From an optimization exercise on the open Yosys and OpenROAD flow, aimed at small area and a short achievable clock period; shortcuts taken in it are not production practice.
The RTL was checked by simulation tests, not by an equivalence proof against the original design.
Power is estimated from default activity; no workload was simulated.

Setup of R:
==> flow/design.v <==
module slifo_v2 (clk, rst_n, wr, rd, lifo_empty, lifo_full, low_th, high_th,
                 lifo_low_th, lifo_high_th, lifo_ov, lifo_ud, lifo_valid,
                 data_in, data_out);
  input         clk;
  input         rst_n;
  input         wr;
  input         rd;
  input  [5:0]  low_th;
  input  [5:0]  high_th;
  input  [31:0] data_in;
  output reg [31:0] data_out;
  output reg    lifo_empty;
  output        lifo_full;
  output        lifo_low_th;
  output        lifo_high_th;
  output reg    lifo_ov;
  output reg    lifo_ud;
  output reg    lifo_valid;
  reg  [5:0]  cnt;      
  reg  [5:0]  ncnt;     
  reg  [5:0]  cntp1;    
  reg  [31:0] sel;      
  reg  [31:0] mem [0:31];
  assign lifo_full = cnt[5];
  wire pw   = wr & ~rd;               
  wire push = pw & ~cnt[5];
  wire pop  = rd & ~wr & ~lifo_empty;
  wire fwd  = wr & rd;
  wire [5:0] cnt_inc = cnt + 6'd1;
  wire [5:0] cnt_dec = cnt - 6'd1;
  wire [5:0] cnt_inc2 = cnt + 6'd2;
  always @(posedge clk) begin
    if (~rst_n) begin
      cnt        <= 6'd0;
      ncnt       <= 6'h3f;
      cntp1      <= 6'd1;
      lifo_empty <= 1'b1;
      sel        <= 32'h8000_0000;
    end else if (push) begin
      cnt        <= cnt_inc;
      ncnt       <= ~cnt_inc;
      cntp1      <= cnt_inc2;
      lifo_empty <= 1'b0;
      sel        <= {sel[30:0], sel[31]};
    end else if (pop) begin
      cnt        <= cnt_dec;
      ncnt       <= ~cnt_dec;
      cntp1      <= cnt;
      lifo_empty <= (cnt == 6'd1);
      sel        <= {sel[0], sel[31:1]};
    end
  end
  genvar g;
  generate
    for (g = 0; g < 32; g = g + 1) begin : g_word
      wire we;
      if (g == 0) begin : g_w0
        assign we = pw & sel[31] & ~cnt[5];
      end else begin : g_wn
        assign we = pw & sel[g - 1];
      end
      always @(posedge clk)
        if (we)
          mem[g] <= data_in;
    end
  endgenerate
  wire [31:0] grp [0:10];
  generate
    for (g = 0; g < 10; g = g + 1) begin : g_grp
      slifo_aoi3 u_aoi (.a(mem[3*g]), .b(mem[3*g+1]), .c(mem[3*g+2]),
                        .sa(sel[3*g]), .sb(sel[3*g+1]), .sc(sel[3*g+2]), .y(grp[g]));
    end
  endgenerate
  slifo_aoi2 u_aoi_last (.a(mem[30]), .b(mem[31]),
                         .sa(sel[30]), .sb(sel[31]), .y(grp[10]));
  wire [31:0] rdata = ~(grp[0] & grp[1] & grp[2] & grp[3] & grp[4] & grp[5] &
                        grp[6] & grp[7] & grp[8] & grp[9] & grp[10]);
  always @(posedge clk) begin
    data_out   <= fwd ? data_in : rdata;
    lifo_valid <= pop | fwd;
  end
  always @(posedge clk) begin
    if (~rst_n)                 lifo_ov <= 1'b0;
    else if (rd)                lifo_ov <= 1'b0;
    else if (wr & lifo_full)    lifo_ov <= 1'b1;
  end
  always @(posedge clk) begin
    if (~rst_n)                 lifo_ud <= 1'b0;
    else if (wr)                lifo_ud <= 1'b0;
    else if (rd & lifo_empty)   lifo_ud <= 1'b1;
  end
  slifo_cla6 #(.CIN(1)) u_low  (.pa(~low_th), .pb(cntp1), .co(lifo_low_th));
  slifo_cla6 #(.CIN(1)) u_high (.pa(ncnt), .pb(high_th), .co(lifo_high_th));
endmodule
module slifo_aoi3 (a, b, c, sa, sb, sc, y);
  input  [31:0] a, b, c;
  input         sa, sb, sc;
  output [31:0] y;
  assign y = ~((a & {32{sa}}) | (b & {32{sb}}) | (c & {32{sc}}));
endmodule
module slifo_aoi2 (a, b, sa, sb, y);
  input  [31:0] a, b;
  input         sa, sb;
  output [31:0] y;
  assign y = ~((a & {32{sa}}) | (b & {32{sb}}));
endmodule
module slifo_cla6 (pa, pb, co);
  parameter CIN = 0;
  input  [5:0] pa, pb;
  output       co;
  wire [5:0] g, p;
  genvar i;
  generate
    for (i = 0; i < 6; i = i + 1) begin : g_bit
      slifo_nor2  u_g (.a(pa[i]), .b(pb[i]), .y(g[i]));
      slifo_nand2 u_p (.a(pa[i]), .b(pb[i]), .y(p[i]));
    end
  endgenerate
  wire c1 = CIN ? p[0] : g[0];
  wire ng10, ng32, ng54, np54, np5432;
  slifo_aoi21 u_g10 (.a1(p[1]), .a2(c1),   .b(g[1]), .y(ng10));
  slifo_aoi21 u_g32 (.a1(p[3]), .a2(g[2]), .b(g[3]), .y(ng32));
  slifo_aoi21 u_g54 (.a1(p[5]), .a2(g[4]), .b(g[5]), .y(ng54));
  slifo_nand2 u_p54 (.a(p[5]), .b(p[4]), .y(np54));
  slifo_nand4 u_p52 (.a(p[5]), .b(p[4]), .c(p[3]), .d(p[2]), .y(np5432));
  slifo_o221ai u_co (.a1(np54), .a2(ng32), .b1(np5432), .b2(ng10), .c(ng54), .y(co));
endmodule
module slifo_nand2 (a, b, y);
  input a, b; output y;
  assign y = ~(a & b);
endmodule
module slifo_nor2 (a, b, y);
  input a, b; output y;
  assign y = ~(a | b);
endmodule
module slifo_nand4 (a, b, c, d, y);
  input a, b, c, d; output y;
  assign y = ~(a & b & c & d);
endmodule
module slifo_aoi21 (a1, a2, b, y);
  input a1, a2, b; output y;
  assign y = ~((a1 & a2) | b);
endmodule
module slifo_o221ai (a1, a2, b1, b2, c, y);
  input a1, a2, b1, b2, c; output y;
  assign y = ~((a1 | a2) & (b1 | b2) & c);
endmodule
==> flow/config.mk <==
export PLATFORM = sky130hd
export DESIGN_NAME = slifo_v2
export DESIGN_NICKNAME = slifo_v2
export VERILOG_FILES = /design/flow/design.v
export SDC_FILE = /design/flow/constraint.sdc
export NUM_CORES = 4
export LEC_CHECK = 0
export CAP_MARGIN = 20
export CORE_MARGIN = 2
export CORE_UTILIZATION = 65
export CTS_CLUSTER_DIAMETER = 100
export CTS_CLUSTER_SIZE = 26
export PLACE_DENSITY = 0.78
export SETUP_SLACK_MARGIN = 1.5
export SLEW_MARGIN = 20
export SYNTH_HIERARCHICAL = 1
==> flow/constraint.sdc <==
create_clock -name core_clock -period 3.7 [get_ports {clk}]
set_input_delay 0.7400 -clock core_clock [delete_from_list [all_inputs] [get_ports {clk}]]
set_output_delay 0.7400 -clock core_clock [all_outputs]
set_load 0.01 [all_outputs]
run.sh (not shown) runs the stock make flow with config.mk's settings and CLKGATE_MAP_FILE= SYNTH_SCRIPT=/design/flow/synth_recipe.tcl, a recipe that flattens the netlist after the stock synthesis.
Inputs modified between R and S:
--- a/flow/design.v
+++ b/flow/design.v
@@ -23,11 +23,8 @@
   reg  [31:0] mem [0:31];
   assign lifo_full = cnt[5];
-  wire pw   = wr & ~rd;               
-  wire push = pw & ~cnt[5];
+  wire push = wr & ~rd & ~cnt[5];
   wire pop  = rd & ~wr & ~lifo_empty;
   wire fwd  = wr & rd;
-  wire [5:0] cnt_inc = cnt + 6'd1;
-  wire [5:0] cnt_dec = cnt - 6'd1;
-  wire [5:0] cnt_inc2 = cnt + 6'd2;
+  wire [5:0] cnt_nx = push ? cnt + 6'd1 : pop ? cnt - 6'd1 : cnt;
   always @(posedge clk) begin
     if (~rst_n) begin
@@ -37,16 +34,13 @@
       lifo_empty <= 1'b1;
       sel        <= 32'h8000_0000;
-    end else if (push) begin
-      cnt        <= cnt_inc;
-      ncnt       <= ~cnt_inc;
-      cntp1      <= cnt_inc2;
-      lifo_empty <= 1'b0;
-      sel        <= {sel[30:0], sel[31]};
-    end else if (pop) begin
-      cnt        <= cnt_dec;
-      ncnt       <= ~cnt_dec;
-      cntp1      <= cnt;
-      lifo_empty <= (cnt == 6'd1);
-      sel        <= {sel[0], sel[31:1]};
+    end else begin
+      cnt        <= cnt_nx;
+      ncnt       <= ~cnt_nx;
+      cntp1      <= cnt_nx + 6'd1;
+      lifo_empty <= (cnt_nx == 6'd0);
+      if (push)
+        sel <= {sel[30:0], sel[31]};
+      else if (pop)
+        sel <= {sel[0], sel[31:1]};
     end
   end
@@ -54,12 +48,6 @@
   generate
     for (g = 0; g < 32; g = g + 1) begin : g_word
-      wire we;
-      if (g == 0) begin : g_w0
-        assign we = pw & sel[31] & ~cnt[5];
-      end else begin : g_wn
-        assign we = pw & sel[g - 1];
-      end
       always @(posedge clk)
-        if (we)
+        if (push & sel[(g + 31) % 32])
           mem[g] <= data_in;
     end
Results
Per the comparison of S with R, area added between synthesis and finish moved up; final worst slack moved down; data arrival time of the critical path moved up; switching power total moved down; wire length moved up.

what the ideal ports hide:
How much do the figures lean on ideal ports? The routed layouts below were timed once more, with nothing changed but the port constraints. Step 1 assumes that a clkbuf_16 drives the clock port and a buf_2 every other input. Step 2 times the ports against the registers' clock, not the clock port: input delays grow and output delays shrink by t, the midpoint of the rising clock arrivals with the driver on. Three values: ideal ports, drivers, drivers and shift; two values: the first two.
run | t, ns | setup slack, ns | worst hold slack (ns) | worst setup path after step 2 | cell pins on the clock port's net
R | 0.683 | 1.412 / 1.349 / 0.970 | 0.485 / 0.485 / 0.485 | input to register | 1
S | 0.697 | 1.354 / 1.354 / 0.964 | 0.484 / 0.447 / 0.523 | input to register | 1
After both steps setup and hold are still met in every run listed. For R, which loses most, drivers alone change the setup slack by -0.063 ns; drivers and shift together by -0.442 ns.
